This design comes from an exercise in tuning for small area on the open sky130 flow, not from production work. Function was checked by simulation only, so behaviour that the tests miss may differ from the original. Power figures rest on the tool's default switching activity, not on a simulated workload.

== exp/amber ==
Design mst_fifo_top, start of the top module:
module mst_fifo_top (
  input wire HRST_N,
  input wire MLTCN,  
  input wire STREN,  
  input wire ERDIS,  
  input wire R_OOB,
  input wire W_OOB,  
  input wire WAKEUP_N, 
  input wire CLK,
  input wire [31:0] DATA_I,   
  input wire [3:0]  BE_I,
  output wire [31:0] DATA_O,  
  output wire [3:0]  BE_O,
  output wire DT_OE_N,        
  output wire BE_OE_N,        
  input wire RXF_N,     
  input wire TXE_N,
  output wire WR_N,     
  output wire SIWU_N,
  output wire RD_N,
  output wire OE_N,
  output wire [3:0] debug_sig,
  output wire [3:0] STRER
);
Size in the first run: roughly 4200 cells after synthesis, about 2100 flip-flops, about 96 I/O pins, roughly 0.077 mm2 of cells after synthesis.
Settings: LEC_CHECK=0, CAP_MARGIN=20, CORE_MARGIN=2, CORE_UTILIZATION=65, GPL_ROUTABILITY_DRIVEN=0, SLEW_MARGIN=20; clock period 10.0 ns.
standard.sh (not shown) runs the stock make flow with config.mk's settings and CLKGATE_MAP_FILE= SYNTH_SCRIPT=/design/flow/synth_recipe.tcl, a recipe that flattens the netlist after the stock synthesis.
==> flow/flow/run.sh <==
#!/bin/bash
# Layout flow: the standard flow (standard.sh) with these changes.
#  - Synthesis is the standard flow's own script (synth_recipe.tcl) with an area-oriented
#    ABC mapping script (flow/area.abc) in place of ORFS's speed script.
#    Everything else, and every register, is as in the standard synthesis.
#  - Clock tree synthesis uses clkbuf_8 cells in clusters of up to 16 sinks
#    and 55 um, and inserts no dummy loads.
#  - Every input and output port still gets its buffer, a buf_1.
# Each tool's full output goes to a log file in this folder.
set -euo pipefail
W=$(pwd)
cat > "$W/own_synth.tcl" <<EOT
proc abc {args} {
  set i [lsearch -exact \$args -script]
  if {\$i >= 0} { set args [lreplace \$args [expr {\$i+1}] [expr {\$i+1}] $W/flow/area.abc] }
  puts "own_synth: abc \$args"
  yosys abc {*}\$args
}
source $W/synth_recipe.tcl
EOT
CTS="-sink_clustering_enable -repair_clock_nets -buf_list sky130_fd_sc_hd__clkbuf_8 -sink_clustering_size 16 -sink_clustering_max_diameter 55 -dont_use_dummy_load"
bash "$W/standard.sh" "SYNTH_SCRIPT=$W/own_synth.tcl" "CTS_ARGS=$CTS" "BUFFER_PORTS_ARGS=-buffer_cell sky130_fd_sc_hd__buf_1" finish > "$W/standard_flow.log" 2>&1
# keep the tools' own logs beside this flow's log
cp -r "$W/orfs/logs" "$W/orfs_logs" 2>/dev/null || true
==> flow/flow/area.abc <==
strash
&get -n
&fraig -x
&put
scorr
dc2
strash
dc2
strash
&get -n
&dch -f
&nf -R 1000
&put
&get -n
&dch -f
&nf -R 1000
&put
&get -n
&dch -f
&nf -R 1000
&put
[inputs] exp/umber vs exp/amber
- removing GPL_ROUTABILITY_DRIVEN (formerly 0)
- changing CORE_UTILIZATION from 65 to 82
- setting PLACE_DENSITY to 0.9 for the first time
Findings:
exp/umber was carried through to the last stage, and its layout satisfied the timing, DRC and antenna checks.
Number of fillers in the final layout (exp/amber / exp/umber): 2.3
Between exp/umber and exp/amber, it is exp/umber whose cell total after placement is lower, by 330.
Summary of exp/umber over exp/amber: minimum clock period higher; clock network latency to the later pin of the worst-skew pair lower.
As far as sequential share of the synthesized area goes, exp/amber and exp/umber are indistinguishable; the numbers are identical.
Clock-cell share of area: exp/amber vs exp/umber, no meaningful difference
Input-level comparison between exp/tundra and exp/umber:
- removing PLACE_DENSITY (formerly 0.9)
- changing CORE_UTILIZATION from 82 to 65
Findings:
exp/tundra and exp/umber ended up with roughly the same synthesized-area fraction occupied by ao, oa, aoi and oai cells.
Going from exp/umber to exp/tundra, clock-buffer cell count now larger, count of cell instances traversed by the critical path now sits at about the same level.
Edits applied to the flow inputs when going from exp/tundra to exp/nickel:
--- a/flow/flow/run.sh
+++ b/flow/flow/run.sh
@@ -4,6 +4,6 @@
 #    ABC mapping script (flow/area.abc) in place of ORFS's speed script.
 #    Everything else, and every register, is as in the standard synthesis.
-#  - Clock tree synthesis uses clkbuf_8 cells in clusters of up to 16 sinks
-#    and 55 um, and inserts no dummy loads.
+#  - Clock tree synthesis uses clkbuf_8 cells in clusters of up to 14 sinks
+#    and 50 um, and inserts no dummy loads.
 #  - Every input and output port still gets its buffer, a buf_1.
 # Each tool's full output goes to a log file in this folder.
@@ -19,5 +19,5 @@
 source $W/synth_recipe.tcl
 EOT
-CTS="-sink_clustering_enable -repair_clock_nets -buf_list sky130_fd_sc_hd__clkbuf_8 -sink_clustering_size 16 -sink_clustering_max_diameter 55 -dont_use_dummy_load"
+CTS="-sink_clustering_enable -repair_clock_nets -buf_list sky130_fd_sc_hd__clkbuf_8 -sink_clustering_size 14 -sink_clustering_max_diameter 50 -dont_use_dummy_load"
 bash "$W/standard.sh" "SYNTH_SCRIPT=$W/own_synth.tcl" "CTS_ARGS=$CTS" "BUFFER_PORTS_ARGS=-buffer_cell sky130_fd_sc_hd__buf_1" finish > "$W/standard_flow.log" 2>&1
 # keep the tools' own logs beside this flow's log
--- a/flow/flow/area.abc
+++ b/flow/flow/area.abc
@@ -16,6 +16,2 @@
 &nf -R 1000
 &put
-&get -n
-&dch -f
-&nf -R 1000
-&put
--- outcome ---
- Looking at number of logic stages on the critical path including buffering, exp/nickel sits about 16% higher than exp/tundra does.
- Comparing exp/nickel and exp/tundra, the higher wire length on met1 is on exp/tundra.
- Number of buffers created by CTS: exp/nickel and exp/tundra compared, lower one is exp/tundra
- Compared with exp/tundra, exp/nickel shows a combinational power that is about 0.9% lower.
- Relative to exp/tundra, clock-cell share of area has gone up in exp/nickel.
- Via total after detailed routing across exp/nickel and exp/tundra: no real change.
- exp/nickel against exp/tundra: mean post-synth cell area level; peak supply drop climbed 26%.
- Summary of exp/nickel over exp/tundra: share of power burned in the clock network now larger; number of levels the H-tree was split into comparable.
Modified inputs, exp/cedar compared to exp/nickel
- setting PLACE_DENSITY to 0.85 for the first time
- changing CORE_UTILIZATION from 65 to 75
--- a/flow/flow/run.sh
+++ b/flow/flow/run.sh
@@ -4,6 +4,6 @@
 #    ABC mapping script (flow/area.abc) in place of ORFS's speed script.
 #    Everything else, and every register, is as in the standard synthesis.
-#  - Clock tree synthesis uses clkbuf_8 cells in clusters of up to 14 sinks
-#    and 50 um, and inserts no dummy loads.
+#  - Clock tree synthesis uses clkbuf_8 cells in clusters of up to 16 sinks
+#    and 55 um, and inserts no dummy loads.
 #  - Every input and output port still gets its buffer, a buf_1.
 # Each tool's full output goes to a log file in this folder.
@@ -19,5 +19,5 @@
 source $W/synth_recipe.tcl
 EOT
-CTS="-sink_clustering_enable -repair_clock_nets -buf_list sky130_fd_sc_hd__clkbuf_8 -sink_clustering_size 14 -sink_clustering_max_diameter 50 -dont_use_dummy_load"
+CTS="-sink_clustering_enable -repair_clock_nets -buf_list sky130_fd_sc_hd__clkbuf_8 -sink_clustering_size 16 -sink_clustering_max_diameter 55 -dont_use_dummy_load"
 bash "$W/standard.sh" "SYNTH_SCRIPT=$W/own_synth.tcl" "CTS_ARGS=$CTS" "BUFFER_PORTS_ARGS=-buffer_cell sky130_fd_sc_hd__buf_1" finish > "$W/standard_flow.log" 2>&1
 # keep the tools' own logs beside this flow's log
--- a/flow/flow/area.abc
+++ b/flow/flow/area.abc
@@ -16,2 +16,6 @@
 &nf -R 1000
 &put
+&get -n
+&dch -f
+&nf -R 1000
+&put
--- outcome ---
Of exp/cedar and exp/nickel, exp/nickel shows the higher clock-buffer cell count, with exp/cedar below it. Compared with exp/nickel, exp/cedar shows a lower met1 layer wirelength in the final routing. exp/cedar vs. exp/nickel: share of cells above drive strength 1 decreased 0.70 points, multi-input logic area essentially unchanged, post-layout utilization of the core now sits higher, non-clock buffer count dropped about 7%. Compare exp/cedar and exp/nickel | combinational power share lower: exp/nickel. Wire: exp/cedar routes less than exp/nickel. In the flow results for exp/cedar and exp/nickel, the wire length of the first global-routing pass is larger on exp/nickel. In the reports for exp/cedar and exp/nickel, the larger transition time at the pin with the least slew margin belongs to exp/cedar.

## port drivers added, routing unchanged
How much do the figures lean on ideal ports? The routed layouts below were timed once more, with nothing changed but the port constraints.
Step 1, drivers: a clkbuf_16 drives CLK and a buf_2 each remaining input, both assumed.
Step 2, shift: input delay + t, output delay - t, t = (earliest + latest rising clock arrival at the registers) / 2. This alone moves slack from input paths to output paths.
Three values: ideal ports, drivers, drivers and shift; two values: the first two.
run	t (ns)	setup slack, ns	worst setup path at the end
exp/amber	0.994	1.137 / 1.195 / 0.201	input to register
exp/umber	0.944	0.631 / 0.664 / -0.280	input to register
exp/tundra	0.986	1.530 / 1.575 / 0.589	input to register
exp/nickel	1.003	0.995 / 1.043 / 0.040	input to register
exp/cedar	0.945	1.370 / 1.419 / 0.474	input to register
With both steps, setup timing fails in exp/umber, where it was met with ideal ports. For exp/nickel, which loses most, drivers alone change the setup slack by +0.048 ns; drivers and shift together by -0.955 ns.
